From an optimization exercise on the open Yosys and OpenROAD flow, aimed at small area; shortcuts taken in it are not production practice. In this exercise RTL edits were held to simulation tests only and were not proved equivalent to the original. No driver is modelled on the clock port, so clock power and skew are understated where the tree is cut down; a real chip needs a root buffer or a tree. Power is estimated from default activity; no workload was simulated.

==> module debounce, before the edit <==
module debounce(
	input clock,
	input reset,
	input pb,
	output s,    
	output l     
);
	reg v;
	reg [2:0] q;
	reg sd;
	wire uni = q == 3'd0;
	wire chg = pb ^ v;
	wire fb = (q[2] & ~q[1] & q[0]) | (~q[2] & q[1]);   
	assign s = uni & v & ~sd;
	assign l = uni & ~v & sd;
	always @(posedge clock) begin
		if (reset) begin
			v <= 1'b0;
			q <= 3'd0;
			sd <= 1'b0;
		end else begin
			v <= pb;
			q <= chg ? 3'b001 : {q[1:0], fb};
			sd <= uni ? v : sd;
		end
	end
endmodule
==> module uart_top, before the edit <==
module uart_top(
	input reset,
	input clock,
	input i_rx_serial,
	output reg [5:0] minute,
	output reg [4:0] ore,
	output load
);
	reg [3:0] hi, lo;
	reg f;             
	reg [2:0] count;   
	wire rx = i_rx_serial;
	wire [3:0] lon = {lo[2:0], lo[3] ^ lo[2] ^ (lo[2:0] == 3'd0)};
	wire te = lo == 4'd8;                                
	wire dv = hi[3] & hi[1] & lo[0];                     
	wire idle = ((hi == 4'd0) & (lo == 4'd0)) | dv;
	wire samp = te & (hi != 4'd0) & (hi != 4'd9);
	wire first = hi == 4'd1;
	assign load = count[2] & count[1];
	always @(posedge clock) begin
		if (reset) begin
			hi <= 4'd0;
			lo <= 4'd0;
			count <= 3'd0;
		end else begin
			if (idle) begin
				hi <= 4'd0;
				lo <= rx ? 4'd0 : 4'd10;
			end else if (te && hi == 4'd0 && rx) begin
				lo <= 4'd0;
			end else begin
				lo <= lon;
				if (te) hi <= hi + 4'd1;
			end
			if (count[2]) count <= count[1] ? 3'd0 : count + 3'd1;
			else if (dv) begin
				case (count[1:0])
				2'd0: count <= {2'b00, f};
				2'd3: count <= {f, 2'b00};
				default: count <= count + 3'd1;
				endcase
			end
		end
	end
	always @(posedge clock) begin
		if (samp) f <= (first | f) & rx;
		if (samp && count == 3'd1 && hi <= 4'd5) ore <= {rx, ore[4:1]};
		if (samp && count == 3'd2 && hi <= 4'd6) minute <= {rx, minute[5:1]};
	end
endmodule
Settings: LEC_CHECK=0, CAP_MARGIN=20, CORE_MARGIN=2, CORE_UTILIZATION=40, SLEW_MARGIN=20; clock period 10.0 ns.
standard.sh (not shown) runs the stock make flow with config.mk's settings and CLKGATE_MAP_FILE= SYNTH_SCRIPT=/design/flow/synth_recipe.tcl, a recipe that flattens the netlist after the stock synthesis.
==> flow/flow/run.sh <==
#!/bin/bash
# Standard layout, except that:
#  - the standard synthesis's combinational logic is re-mapped by ABC for
#    area (several ABC scripts, the smallest result is kept); the
#    flip-flops are kept as they are (same instances, names and cell types);
#  - the ports get buf_1 buffers;
#  - global placement is not timing driven (the 10 ns clock is easy to meet);
#  - the clock tree is built by flow/cts_manual.tcl (a few leaf buffers over
#    k-means groups of flip-flops) in place of TritonCTS.
# Each tool's output goes to its own log file here.
set -euo pipefail
R=orfs/results/sky130hd/ceas_top/base
LIB=$FLOW_HOME/platforms/sky130hd/lib/sky130_fd_sc_hd__tt_025C_1v80.lib
ARGS=("BUFFER_PORTS_ARGS=-buffer_cell sky130_fd_sc_hd__buf_1" GPL_TIMING_DRIVEN=0)
bash standard.sh synth > synth.log 2>&1
cp $R/1_2_yosys.v std_synth.v
remap() {
  mkdir -p remap_$1
  cp std_synth.v remap_$1/in.v
  cp flow/$1.abc remap_$1/area.abc
  sed "s#lib.lib#$LIB#g" flow/remap.ys > remap_$1/remap.ys
  (cd remap_$1 && yosys -s remap.ys > ../remap_$1.log 2>&1) || true
}
remap s0 & remap d0 & remap d1 & remap d2 &
wait
remap d3 & remap d4 & remap d5 & remap d6 &
wait
remap d7 & remap d8 & remap d9 & remap d10 &
wait
remap e0 & remap e1 & remap e2 & remap e3 &
wait
python3 flow/pick.py $LIB std_synth.v remap_*/out.v > pick.log 2>&1
cp "$(tail -n 1 pick.log)" $R/1_2_yosys.v
rm -f $R/1_synth.odb $R/1_synth.sdc
bash standard.sh place "${ARGS[@]}" > place.log 2>&1
source flow/cts_params.sh
export MCTS_NLEAF MCTS_LEAF MCTS_ROOT MCTS_SLACK
bash standard.sh run RUN_SCRIPT=$PWD/flow/cts_manual.tcl RUN_LOG_NAME_STEM=4_1_cts_manual > cts.log 2>&1
bash standard.sh finish "${ARGS[@]}" > finish.log 2>&1
Other scripts of this flow, unchanged in this note and not shown: flow/flow/cts_manual.tcl, flow/flow/cts_params.sh, flow/flow/d0.abc, flow/flow/d1.abc, flow/flow/d10.abc, flow/flow/d2.abc, flow/flow/d3.abc, flow/flow/d4.abc, flow/flow/d5.abc, flow/flow/d6.abc, flow/flow/d7.abc, flow/flow/d8.abc, flow/flow/d9.abc, flow/flow/e0.abc, flow/flow/e1.abc, flow/flow/e2.abc, flow/flow/e3.abc, flow/flow/pick.py, flow/flow/remap.ys, flow/flow/s0.abc
==> next run, changes <==
--- a/flow/design.v
+++ b/flow/design.v
@@ -2,29 +2,34 @@
 	input clock,
 	input reset,
 	input pb,
 	output s,    
 	output l     
 );
-	reg v;
-	reg [2:0] q;
-	reg sd;
-	wire uni = q == 3'd0;
-	wire chg = pb ^ v;
-	wire fb = (q[2] & ~q[1] & q[0]) | (~q[2] & q[1]);   
-	assign s = uni & v & ~sd;
-	assign l = uni & ~v & sd;
+	reg v;           
+	reg [2:0] k;     
+	reg sd;          
+	wire uni = &k;
+	wire all1 = uni & v;
+	wire all0 = uni & ~v;
+	wire sem = all1 | (~all0 & sd);
+	assign s = all1 & ~sd;
+	assign l = all0 & sd;
 	always @(posedge clock) begin
 		if (reset) begin
 			v <= 1'b0;
-			q <= 3'd0;
+			k <= 3'd7;
 			sd <= 1'b0;
 		end else begin
-			v <= pb;
-			q <= chg ? 3'b001 : {q[1:0], fb};
-			sd <= uni ? v : sd;
+			sd <= sem;
+			if (pb == v) begin
+				if (!uni) k <= k + 3'd1;
+			end else begin
+				v <= pb;
+				k <= 3'd0;
+			end
 		end
 	end
 endmodule
 module semnale_peclock #(parameter SC = 1)(
 	input clock,
 	input reset,
@@ -235,52 +240,43 @@
 	input clock,
 	input i_rx_serial,
 	output reg [5:0] minute,
 	output reg [4:0] ore,
 	output load
 );
-	reg [3:0] hi, lo;
+	reg [7:0] u;
 	reg f;             
 	reg [2:0] count;   
 	wire rx = i_rx_serial;
-	wire [3:0] lon = {lo[2:0], lo[3] ^ lo[2] ^ (lo[2:0] == 3'd0)};
-	wire te = lo == 4'd8;                                
-	wire dv = hi[3] & hi[1] & lo[0];                     
-	wire idle = ((hi == 4'd0) & (lo == 4'd0)) | dv;
-	wire samp = te & (hi != 4'd0) & (hi != 4'd9);
-	wire first = hi == 4'd1;
+	wire dv = u[7] & u[5] & u[0];                
+	wire idle = (u[7:3] == 5'd0) | dv;           
+	wire samp = (u[3:0] == 4'hF) & (u[7:4] != 4'h0) & (u[7:4] != 4'h9);
+	wire first = u[7:4] == 4'h1;
 	assign load = count[2] & count[1];
 	always @(posedge clock) begin
 		if (reset) begin
-			hi <= 4'd0;
-			lo <= 4'd0;
+			u <= 8'h00;
 			count <= 3'd0;
 		end else begin
-			if (idle) begin
-				hi <= 4'd0;
-				lo <= rx ? 4'd0 : 4'd10;
-			end else if (te && hi == 4'd0 && rx) begin
-				lo <= 4'd0;
-			end else begin
-				lo <= lon;
-				if (te) hi <= hi + 4'd1;
-			end
+			if (idle) u <= rx ? 8'h00 : 8'h08;
+			else if (u == 8'h0F && rx) u <= 8'h00;
+			else u <= u + 8'd1;
 			if (count[2]) count <= count[1] ? 3'd0 : count + 3'd1;
 			else if (dv) begin
 				case (count[1:0])
 				2'd0: count <= {2'b00, f};
 				2'd3: count <= {f, 2'b00};
 				default: count <= count + 3'd1;
 				endcase
 			end
 		end
 	end
 	always @(posedge clock) begin
 		if (samp) f <= (first | f) & rx;
-		if (samp && count == 3'd1 && hi <= 4'd5) ore <= {rx, ore[4:1]};
-		if (samp && count == 3'd2 && hi <= 4'd6) minute <= {rx, minute[5:1]};
+		if (samp && count == 3'd1 && u[7:4] <= 4'h5) ore <= {rx, ore[4:1]};
+		if (samp && count == 3'd2 && u[7:4] <= 4'h6) minute <= {rx, minute[5:1]};
 	end
 endmodule
 module alarma_top(
 	input clock,
 	input reset,
 	input [5:0] minute_counter,
Area after synthesis is higher by 0.60%. Power shrinks by 0.99%. Clock power went down by about 3%. Via count went down by 2.5%. Wire length went down by 0.41%. Worst setup slack degrades by 71 ps. Core utilization hardly moves. Clock skew falls by 4.7 ps. Synthesized cell count grows by 0.88%. Design area climbs by 0.43%.
No run of this note takes its clock network from TritonCTS; it comes from the design's own scripts or RTL.

separate check: timing with driven ports:
The results above use ideal ports. As a check the final layouts listed here were re-extracted and re-timed, cells and wires unchanged.
Step 1 assumes that a clkbuf_16 drives the clock port and a buf_2 every other input.
Step 2 moves the port delays by t, midway between the first and last clock arrival at a register: inputs arrive t later, outputs are due t later. That takes back most of the time a late clock gives input paths.
Three values: ideal ports, drivers, drivers and shift; two values: the first two.
run | t, ns | slack for setup (ns) | pins driven straight from the clock port
the first run | 0.244 | 5.818 / 5.881 / 5.636 | 4
the second run | 0.242 | 5.747 / 5.811 / 5.569 | 4
After both steps every run listed still meets setup and hold. The setup slack of the first run, which loses most, moves by +0.063 ns with the drivers and by -0.182 ns with both steps.
